From an optimization exercise on the open Yosys and OpenROAD flow, aimed at small area, a short achievable clock period and few clock cycles per item; shortcuts taken in it are not production practice. Only simulation tests tie the RTL to the original design; equivalence was not proved.

Setup of exp/onyx:
// sigmoid_unit
module sigmoid_unit (
    input  wire               clk,
    input  wire               rst,
    input  wire               in_valid,
    input  wire signed [15:0] net_in,
    output wire               out_valid,
    output wire signed [31:0] f_net,
    output wire signed [31:0] x,
    output wire signed [31:0] y,
    output wire signed [31:0] z
);
Size in the first run: about 1,500 cells after synthesis, ~150 I/O pins.
==> flow/config.mk <==
export PLATFORM = sky130hd
export DESIGN_NAME = sigmoid_unit
export DESIGN_NICKNAME = sigmoid_unit
export VERILOG_FILES = /design/flow/design.v
export SDC_FILE = /design/flow/constraint.sdc
export NUM_CORES = 4
export LEC_CHECK = 0
export ABC_AREA = 1
export CAP_MARGIN = 20
export CORE_MARGIN = 2
export CORE_UTILIZATION = 40
export CTS_BUF_LIST = sky130_fd_sc_hd__clkbuf_8
export SLEW_MARGIN = 20
==> flow/constraint.sdc <==
create_clock -name core_clock -period 62.0 [get_ports {clk}]
set_input_delay 12.4000 -clock core_clock [delete_from_list [all_inputs] [get_ports {clk}]]
set_output_delay 12.4000 -clock core_clock [all_outputs]
set_load 0.01 [all_outputs]
standard.sh (not shown) runs the stock make flow with config.mk's settings and CLKGATE_MAP_FILE= SYNTH_SCRIPT=/design/flow/synth_recipe.tcl, a recipe that flattens the netlist after the stock synthesis.
==> flow/flow/run.sh <==
#!/bin/bash
set -euo pipefail
export BUFFER_PORTS_ARGS="-buffer_cell sky130_fd_sc_hd__buf_1"
# one tie cell drives all constant outputs
export SKIP_REPAIR_TIE_FANOUT=1
bash standard.sh > standard.log 2>&1
Testbench counts of exp/onyx, summed over its fixed seeds: cycles 16,024, items 16,000.
For exp/xenon, these inputs were changed with respect to exp/onyx:
- CTS_BUF_LIST changed from sky130_fd_sc_hd__clkbuf_8 to sky130_fd_sc_hd__clkbuf_2 sky130_fd_sc_hd__clkbuf_4 sky130_fd_sc_hd__clkbuf_8
Findings:
Routed via count delta (exp/xenon -> exp/onyx): insignificant. Worst setup slack after layout delta (exp/onyx -> exp/xenon): insignificant. Count of clock-buffer cells in the layout: exp/xenon > exp/onyx. exp/xenon -> exp/onyx: cell count delta 0, exact match. Between exp/xenon and exp/onyx, the difference in minimum clock period after layout is negligible. As far as maximum clock frequency is concerned, exp/xenon and exp/onyx perform about the same. exp/onyx and exp/xenon ended up with roughly the same detailed route wirelength on metal2.
Relative to exp/xenon, the following input files were edited for exp/sierra:
- a change of CTS_BUF_LIST from sky130_fd_sc_hd__clkbuf_2 sky130_fd_sc_hd__clkbuf_4 sky130_fd_sc_hd__clkbuf_8 to sky130_fd_sc_hd__clkbuf_4 sky130_fd_sc_hd__clkbuf_8
- a change of CORE_UTILIZATION from 40 to 60
==> run summary <==
Summary of exp/sierra over exp/xenon: sequential share of layout area up 0.27 points. exp/xenon and exp/sierra ended up with roughly the same distinct cell type count after synthesis. Die area, exp/sierra and exp/xenon: smaller value in exp/sierra. Going from exp/xenon to exp/sierra, total non-filler cell area in the finished layout has decreased; core utilization has increased; flip-flop and latch count has remained practically unchanged; worst setup margin has decreased.

---

Starting RTL as in the previous note.
==> flow/config.mk <==
export PLATFORM = sky130hd
export DESIGN_NAME = sigmoid_unit
export DESIGN_NICKNAME = sigmoid_unit
export VERILOG_FILES = /design/flow/design.v
export SDC_FILE = /design/flow/constraint.sdc
export NUM_CORES = 4
export LEC_CHECK = 0
export ABC_AREA = 1
export CAP_MARGIN = 20
export CORE_MARGIN = 2
export CORE_UTILIZATION = 40
export CTS_BUF_LIST = sky130_fd_sc_hd__clkbuf_4 sky130_fd_sc_hd__clkbuf_8
export SLEW_MARGIN = 20
==> flow/constraint.sdc <==
create_clock -name core_clock -period 62.0 [get_ports {clk}]
set_input_delay 12.4000 -clock core_clock [delete_from_list [all_inputs] [get_ports {clk}]]
set_output_delay 12.4000 -clock core_clock [all_outputs]
set_load 0.01 [all_outputs]
==> flow/flow/run.sh <==
#!/bin/bash
set -euo pipefail
export BUFFER_PORTS_ARGS="-buffer_cell sky130_fd_sc_hd__buf_1"
export SKIP_REPAIR_TIE_FANOUT=1
export SETUP_SLACK_MARGIN=48.9
bash standard.sh > standard.log 2>&1
Testbench counts at the start, summed over its fixed seeds: cycles 16,024, items 16,000.
==> next run, changes <==
==> flow/flow/run.sh (replaced) <==
#!/bin/bash
set -euo pipefail
export BUFFER_PORTS_ARGS="-buffer_cell sky130_fd_sc_hd__buf_1"
# one tie cell drives all constant outputs
export SKIP_REPAIR_TIE_FANOUT=1
# stronger flip-flops where one drives several output buffers
export POST_GLOBAL_PLACE_TCL=$PWD/flow/upsize_out_ff.tcl UPSIZE_FF4_MIN=4 UPSIZE_FF2_MIN=99
bash standard.sh > standard.log 2>&1
==> flow/flow/upsize_out_ff.tcl (new file) <==
# Give the flip-flops that drive several output-port buffers (the copies of
# the sign bits, and the z bits that also drive f_net) a stronger drive.
set block [ord::get_db_block]
set n_up 0
foreach inst [$block getInsts] {
  if {[[$inst getMaster] getName] ne "sky130_fd_sc_hd__dfxtp_1"} { continue }
  set q [$inst findITerm Q]
  set net [$q getNet]
  if {$net eq "NULL"} { continue }
  set nout 0
  foreach it [$net getITerms] {
    if {[string match "output*" [[$it getInst] getName]]} { incr nout }
  }
  if {$nout >= $::env(UPSIZE_FF4_MIN)} {
    replace_cell [$inst getName] sky130_fd_sc_hd__dfxtp_4
    incr n_up
  } elseif {$nout >= $::env(UPSIZE_FF2_MIN)} {
    replace_cell [$inst getName] sky130_fd_sc_hd__dfxtp_2
    incr n_up
  }
}
puts "upsize_out_ff: resized $n_up flip-flops"
Result: The new run went through all stages and came out clean. Register-to-register slack loses 810 ps. Fmax is about the same. Area after synthesis stays the same. Routed wire length went down by 2.6%. Global-route usage hardly moves. Cell area decreases by 3.3%. Die area is unchanged.
==> next run, changes <==
--- a/flow/flow/run.sh
+++ b/flow/flow/run.sh
@@ -6,3 +6,3 @@
 # stronger flip-flops where one drives several output buffers
-export POST_GLOBAL_PLACE_TCL=$PWD/flow/upsize_out_ff.tcl UPSIZE_FF4_MIN=4 UPSIZE_FF2_MIN=99
+export POST_GLOBAL_PLACE_TCL=$PWD/flow/upsize_out_ff.tcl UPSIZE_FF4_MIN=4 UPSIZE_FF2_MIN=2
 bash standard.sh > standard.log 2>&1
What happened:
- The changed run completed with no timing, DRC or antenna violations
- final cell count is unchanged
- worst hold slack is about the same
- cell area falls by 0.32%
==> next run, changes <==
==> flow/flow/run.sh (replaced) <==
#!/bin/bash
set -euo pipefail
export BUFFER_PORTS_ARGS="-buffer_cell sky130_fd_sc_hd__buf_1"
# one tie cell drives all constant outputs
export SKIP_REPAIR_TIE_FANOUT=1
bash standard.sh > standard.log 2>&1
removed: flow/flow/upsize_out_ff.tcl
The new run ran to the end with no violations.
Non-clock buffer count does not change.
Register-to-register slack is about the same.
Worst setup slack is worse by 38 ps.
Sequential cell count does not change.
Utilization barely changes.
==> next run, changes <==
==> flow/flow/run.sh (replaced) <==
#!/bin/bash
set -euo pipefail
export BUFFER_PORTS_ARGS="-buffer_cell sky130_fd_sc_hd__buf_1"
export SKIP_REPAIR_TIE_FANOUT=1
export SETUP_SLACK_MARGIN=49.3
bash standard.sh > standard.log 2>&1
Result: The new run completed with no timing, DRC or antenna violations; via count grows by 1.2%; synthesized area does not change; maximum frequency barely changes; cell area rises by 5.8%; clock skew stays flat; sequential cell count does not change; utilization increases by 2.4 points; non-clock buffer count went up by 3; count of clock-buffer cells in the layout fell by 3; first-iteration DRC count rises by 32%.

---

## the baseline
sigmoid_unit again, from the RTL that the note above started with.
// sigmoid_unit
module sigmoid_unit (
    input  wire               clk,
    input  wire               rst,
    input  wire               in_valid,
    input  wire signed [15:0] net_in,
    output wire               out_valid,
    output wire signed [31:0] f_net,
    output wire signed [31:0] x,
    output wire signed [31:0] y,
    output wire signed [31:0] z
);
Settings: LEC_CHECK=0, ABC_AREA=1, CAP_MARGIN=20, CORE_MARGIN=2, CORE_UTILIZATION=40, SLEW_MARGIN=20; clock period 62.0 ns.
==> flow/flow/run.sh <==
#!/bin/bash
set -euo pipefail
export BUFFER_PORTS_ARGS="-buffer_cell sky130_fd_sc_hd__buf_1"
# one tie cell drives all constant outputs
export SKIP_REPAIR_TIE_FANOUT=1
bash standard.sh > standard.log 2>&1
Testbench counts of the baseline, summed over its fixed seeds: cycles 16,024, items 16,000.
Inputs modified between the baseline and the candidate:
==> flow/flow/run.sh <==
#!/bin/bash
set -euo pipefail
export BUFFER_PORTS_ARGS="-buffer_cell sky130_fd_sc_hd__buf_1"
bash standard.sh > standard.log 2>&1
[summary]
The fmax was comparable across the candidate and the baseline.
From the baseline to the candidate the numbers moved as follows: cell count grew by about 2.4%.
Compared to the baseline, the candidate has sequential share of layout area 0.24 points lower.
Post-layout minimum cycle time across the candidate and the baseline: no real change.
The candidate vs. the baseline: first-pass GRT wire length went up by about 1.5%.
Summary of the candidate over the baseline: final wirelength went up.

[afterwards: timing with drivers on the ports]
The results above use ideal ports. As a check the final layouts listed here were re-extracted and re-timed, cells and wires unchanged.
Step 1, drivers: a clkbuf_16 drives clk and a buf_2 each remaining input, both assumed.
Step 2 times the ports against the registers' clock, not the clock port: input delays grow and output delays shrink by t, the midpoint of the rising clock arrivals with the driver on.
Slacks: ideal ports / drivers / drivers and shift; pairs: ideal ports / drivers.
run | t, ns | setup WS [ns] | worst slew at a driven data input, ns | cell pins on the clock port's net
exp/onyx | 0.423 | 48.658 / 48.618 / 49.042 | 0.03 | 1
exp/xenon | 0.424 | 48.659 / 48.619 / 49.043 | 0.03 | 1
exp/sierra | 0.434 | 48.616 / 48.581 / 49.015 | 0.04 | 1
the first run of note 2 | 0.424 | 48.717 / 48.677 / 49.101 | 0.03 | 1
the second run of note 2 | 0.424 | 48.690 / 48.650 / 49.075 | 0.03 | 1
the third run of note 2 | 0.432 | 48.696 / 48.653 / 49.085 | 0.03 | 1
the fourth run of note 2 | 0.424 | 48.659 / 48.619 / 49.043 | 0.03 | 1
the fifth run of note 2 | 0.442 | 48.681 / 48.640 / 49.082 | 0.03 | 1
the baseline | 0.396 | 48.697 / 48.651 / 49.047 | 0.03 | 1
the candidate | 0.390 | 48.695 / 48.654 / 49.043 | 0.03 | 1
After both steps every run listed still meets setup and hold.
